This is an optimization exercise on Yosys and OpenROAD, whose aim is small area, not a production implementation. The RTL was checked by simulation tests, not by an equivalence proof against the original design. Power figures rest on the tool's default switching activity, not on a simulated workload.

==> job 4866 <==
==> flow/design.v (excerpt) <==
module bfsk_mod ( clk, rst, msg, dout, delay_cnt, ph1, ph2);
==> flow/config.mk <==
export PLATFORM = sky130hd
export DESIGN_NAME = bfsk_mod
export DESIGN_NICKNAME = bfsk_mod
export VERILOG_FILES = /design/flow/design.v
export SDC_FILE = /design/flow/constraint.sdc
export NUM_CORES = 4
export LEC_CHECK = 0
export CAP_MARGIN = 20
export CORE_MARGIN = 2
export CORE_UTILIZATION = 60
export SLEW_MARGIN = 20
export SYNTH_MEMORY_MAX_BITS = 131072
==> flow/constraint.sdc <==
create_clock -name core_clock -period 8.0 [get_ports {clk}]
set_input_delay 1.6000 -clock core_clock [delete_from_list [all_inputs] [get_ports {clk}]]
set_output_delay 1.6000 -clock core_clock [all_outputs]
set_load 0.01 [all_outputs]
standard.sh (not shown) runs the stock make flow with config.mk's settings and CLKGATE_MAP_FILE= SYNTH_SCRIPT=/design/flow/synth_recipe.tcl, a recipe that flattens the netlist after the stock synthesis.
==> flow/flow/run.sh <==
#!/bin/bash
# Own flow: the standard layout (standard.sh) with three changes:
#  - synthesis maps the logic with an area-oriented ABC script
#    (flow/synth.tcl, flow/abc_area.script); the registers are the same;
#  - port buffers are buf_1 cells instead of the delay cell buffer_ports picks;
#  - CTS does not add dummy loads.
set -euo pipefail
W=$PWD
export OWN_FLOW_DIR=$W/flow
export BUFFER_PORTS_ARGS="-buffer_cell sky130_fd_sc_hd__buf_1"
export CTS_ARGS="-sink_clustering_enable -repair_clock_nets -dont_use_dummy_load"
sed "s|SYNTH_SCRIPT=[^ ]*|SYNTH_SCRIPT=$W/flow/synth.tcl|" standard.sh > $W/standard_own.sh
bash $W/standard_own.sh > $W/flow_make.log 2>&1
==> flow/flow/abc_area.script <==
strash
dc2
dch
amap
topo
==> flow/flow/synth.tcl <==
# Same synthesis as synth_recipe.tcl, but every abc call uses flow/abc_area.script.
proc abc {args} {
  set i [lsearch -exact $args -script]
  if { $i >= 0 } {
    lset args [expr { $i + 1 }] $::env(OWN_FLOW_DIR)/abc_area.script
  }
  puts "own abc: $args"
  yosys abc {*}$args
}
source $::env(OWN_FLOW_DIR)/../synth_recipe.tcl
==> job 8227: changes against job 4866 <==
==> flow/flow/run.sh (replaced) <==
#!/bin/bash
# Own flow: the standard layout, with synthesis mapping the logic through
# an area-oriented ABC script (flow/abc_area.script) in place of ORFS's.
set -euo pipefail
W=$PWD
export OWN_FLOW_DIR=$W/flow
sed "s|SYNTH_SCRIPT=[^ ]*|SYNTH_SCRIPT=$W/flow/synth.tcl|" standard.sh > $W/standard_own.sh
bash $W/standard_own.sh > $W/flow_make.log 2>&1
Settings changed: CORE_UTILIZATION 60 to 40.
==> key figures <==
Route
  • Met2 wire length: 11.4 mm
  • Vias: between 9k and 10k

GRT
  • GRT met3 Usage: between 7 and 8%
  • First-pass GRT wire length: between 40 and 50 mm
  • Met1 Use GR: 41.5%

Critical path
  • CP Data Required Time: approximately 8300 ps
  • Worst Path Buf+Inv: 9

Timing
  • Clk_skew: 24.0 ps
  • Fmax: about 140 MHz
  • Hold_ws: ~420 ps
  • Final period util: just under 90%

Power and ir drop
  • Power Internal: 1.47 mW
  • Lkg Pwr: around 3.6 nW

Finish
  • Total area of multi-input combinational cells: around 4500 sq um

Place
  • Pre-CTS setup slack: around 1200 ps

Outcome
  • Status: no timing/DRC/antenna violations
The numbers above come from job 4866.

==> key figures <==
Finish
  • Total area of multi-input combinational cells: 4480 sq um

Timing
  • Fmax: around 140 MHz
  • Hold_ws: roughly 420 ps
  • Final period util: about 87%

Route
  • Met2 wire length: 12.8 mm
  • Vias: 9288

GRT
  • Met1 Use GR: a little under a third
  • First-pass GRT wire length: roughly 44 mm

Outcome
  • Status: no timing/DRC/antenna violations

Critical path
  • Worst Path Buf+Inv: 6

Synthesis
  • Distinct cells, synth: 44

Power and ir drop
  • Power Internal: between 1.5 and 2 mW
  • Lkg Pwr: a little over 4 nW

Place
  • Pre-CTS setup slack: 1160 ps
The numbers above come from job 8227.


* * *

==> pepper <==
bfsk_mod, a different RTL version from the one above (not shown whole).
export LEC_CHECK = 0
export CAP_MARGIN = 10
export CORE_MARGIN = 2
export CORE_UTILIZATION = 60
export SLEW_MARGIN = 10
export SYNTH_MEMORY_MAX_BITS = 131072
create_clock -name core_clock -period 8.0 [get_ports {clk}]
==> flow/flow/run.sh <==
#!/bin/bash
# Own flow: the standard layout (standard.sh) with three changes:
#  - synthesis maps the logic with an area-oriented ABC script
#    (flow/synth.tcl, flow/abc_area.script); the registers are the same;
#  - port buffers are buf_1 cells instead of the delay cell buffer_ports picks;
#  - CTS builds the tree from clkbuf_8 cells and adds no dummy loads.
set -euo pipefail
W=$PWD
export OWN_FLOW_DIR=$W/flow
export BUFFER_PORTS_ARGS="-buffer_cell sky130_fd_sc_hd__buf_1"
export CTS_ARGS="-sink_clustering_enable -repair_clock_nets -dont_use_dummy_load -buf_list sky130_fd_sc_hd__clkbuf_8"
sed "s|SYNTH_SCRIPT=[^ ]*|SYNTH_SCRIPT=$W/flow/synth.tcl|" standard.sh > $W/standard_own.sh
bash $W/standard_own.sh > $W/flow_make.log 2>&1
==> flow/flow/abc_area.script <==
strash
dc2
&get -n
&deepsyn -T 300
&put
dch
amap
topo
Scripts as last shown in full above: flow/flow/synth.tcl
==> inputs of indigo, as changes to pepper <==
==> flow/config.mk (replaced) <==
export PLATFORM = sky130hd
export DESIGN_NAME = bfsk_mod
export DESIGN_NICKNAME = bfsk_mod
export VERILOG_FILES = /design/flow/design.v
export SDC_FILE = /design/flow/constraint.sdc
export NUM_CORES = 4
export LEC_CHECK = 0
export CAP_MARGIN = 20
export CORE_MARGIN = 2
export CORE_UTILIZATION = 55
export SLEW_MARGIN = 20
export SYNTH_MEMORY_MAX_BITS = 131072
==> summary of the runs <==
- First-iteration DRC count: pepper is larger than indigo (about 12%).
- Total power: indigo is smaller than pepper (0.64%).
- In combinational power, indigo and pepper hardly differ.
- In non-clock buffer count, pepper and indigo do not differ.
- In sequential power, pepper and indigo hardly differ.
- Between indigo and pepper, the lower final cell count is in pepper (gap about 0.6%, measured against pepper).
- Of pepper and indigo, pepper has the higher via count (gap about 2.8%, measured against indigo).
- In sequential cell count, indigo and pepper do not differ.
- In count of clock-buffer cells in the layout, indigo and pepper do not differ.

* * *

==> run a <==
Another version of the RTL of bfsk_mod (not shown whole).
export LEC_CHECK = 0
export CAP_MARGIN = 20
export CORE_MARGIN = 2
export CORE_UTILIZATION = 55
export SLEW_MARGIN = 20
export SYNTH_MEMORY_MAX_BITS = 131072
create_clock -name core_clock -period 8.0 [get_ports {clk}]
==> flow/flow/run.sh <==
#!/bin/bash
# Own flow: the standard layout (standard.sh) with three changes:
#  - synthesis maps the logic with an area-oriented ABC script
#    (flow/synth.tcl, flow/abc_area.script); the registers are the same;
#  - port buffers are buf_1 cells instead of the delay cell buffer_ports picks;
#  - CTS adds no dummy loads.
set -euo pipefail
W=$PWD
export OWN_FLOW_DIR=$W/flow
export BUFFER_PORTS_ARGS="-buffer_cell sky130_fd_sc_hd__buf_1"
export CTS_ARGS="-sink_clustering_enable -repair_clock_nets -dont_use_dummy_load"
sed "s|SYNTH_SCRIPT=[^ ]*|SYNTH_SCRIPT=$W/flow/synth.tcl|" standard.sh > $W/standard_own.sh
bash $W/standard_own.sh > $W/flow_make.log 2>&1
Scripts as last shown in full above: flow/flow/abc_area.script, flow/flow/synth.tcl
==> run b (differences from run a) <==
==> flow/flow/run.sh (replaced) <==
#!/bin/bash
# Own flow: the standard layout (standard.sh) with three changes:
#  - synthesis maps the logic with an area-oriented ABC script
#    (flow/synth.tcl, flow/abc_area.script); the registers are the same;
#  - port buffers are buf_1 cells instead of the delay cell buffer_ports picks;
#  - CTS builds the tree from clkbuf_8 cells and adds no dummy loads.
set -euo pipefail
W=$PWD
export OWN_FLOW_DIR=$W/flow
export BUFFER_PORTS_ARGS="-buffer_cell sky130_fd_sc_hd__buf_1"
export CTS_ARGS="-sink_clustering_enable -repair_clock_nets -dont_use_dummy_load -buf_list sky130_fd_sc_hd__clkbuf_8"
sed "s|SYNTH_SCRIPT=[^ ]*|SYNTH_SCRIPT=$W/flow/synth.tcl|" standard.sh > $W/standard_own.sh
bash $W/standard_own.sh > $W/flow_make.log 2>&1
==> comparison table <==
Reported leakage power: run b 3.40 nW; run a 3.49 nW
Worst slew margin relative to its limit: run b 31.5%; run a 31.3%
Fill cells: run b 1,405; run a 1,379
Proportion of total power due to net switching: run b 25.2%; run a 23.8%
Fraction of met2 tracks used by global routing: run b 42.8%; run a 43.7%
Design Area, Final: run b 9750 sq um; run a 9940 sq um
Highest clock rate: run b 157 MHz; run a 156 MHz
Final clock skew: run b 0.0356 ns; run a 0.0231 ns
Drt initial violations: run b 995; run a 1,045
Met1 Resource Use GR: run b 36.2%; run a 36.7%
Net switching power: run b 0.417 mW; run a 0.444 mW
Transition at the pin with the smallest max-transition slack: run b 1.03 ns; run a 1.03 ns
Post-detailed-route wirelength per cell: run b 16.3 microns; run a 16.6 microns
Fraction of cell area in non-clock buffers: run b 7.66%; run a 7.51%
Part of the power in registers: run b 60.0%; run a 53.4%
Worst IR Drop VDD: run b 0.150 mV; run a 0.172 mV
Power attributed to the clock group: run b 0.477 mW; run a 0.685 mW
Wire length on met1: run b 9900 microns; run a 10,100 microns
Outcome: run b no timing/DRC/antenna violations; run a no timing/DRC/antenna violations
Gr usage total: run b 28.0%; run a 28.4%
WHS: run b 0.409 ns; run a 0.419 ns
Via count of the first global-routing pass: run b 7,641; run a 7,686
Register fraction of the total cell area: run b 39.2%; run a 38.5%
Wire length of the first global-routing pass: run b 37,200 microns; run a 37,600 microns

-- what the ideal ports hide --
No port has a modelled driver above. Below, the same layouts with a new extraction and two added sets of constraints.
Step 1 (the two cells are an assumption about what drives the block):
set clk [get_ports {clk}]
set_driving_cell -lib_cell sky130_fd_sc_hd__clkbuf_16 $clk
set_driving_cell -lib_cell sky130_fd_sc_hd__buf_2 [delete_from_list [all_inputs] $clk]
Step 2 moves the port delays by t, midway between the first and last clock arrival at a register: inputs arrive t later, outputs are due t later. That takes back most of the time a late clock gives input paths.
Three values: ideal ports, drivers, drivers and shift; two values: the first two.
run	shift t [ns]	setup slack, ns	worst setup path after step 2	latest minus earliest clock arrival (ns)
job 4866	0.459	0.959 / 0.959 / 0.959	register to register	0.026 / 0.026
job 8227	0.469	1.059 / 1.059 / 1.059	register to register	0.019 / 0.019
pepper	0.487	1.107 / 1.107 / 1.107	register to register	0.037 / 0.037
indigo	0.466	1.284 / 1.284 / 1.284	register to register	0.028 / 0.028
run a	0.462	1.606 / 1.606 / 1.606	register to register	0.024 / 0.023
run b	0.490	1.624 / 1.624 / 1.624	register to register	0.035 / 0.036
After both steps every run listed still meets setup and hold.
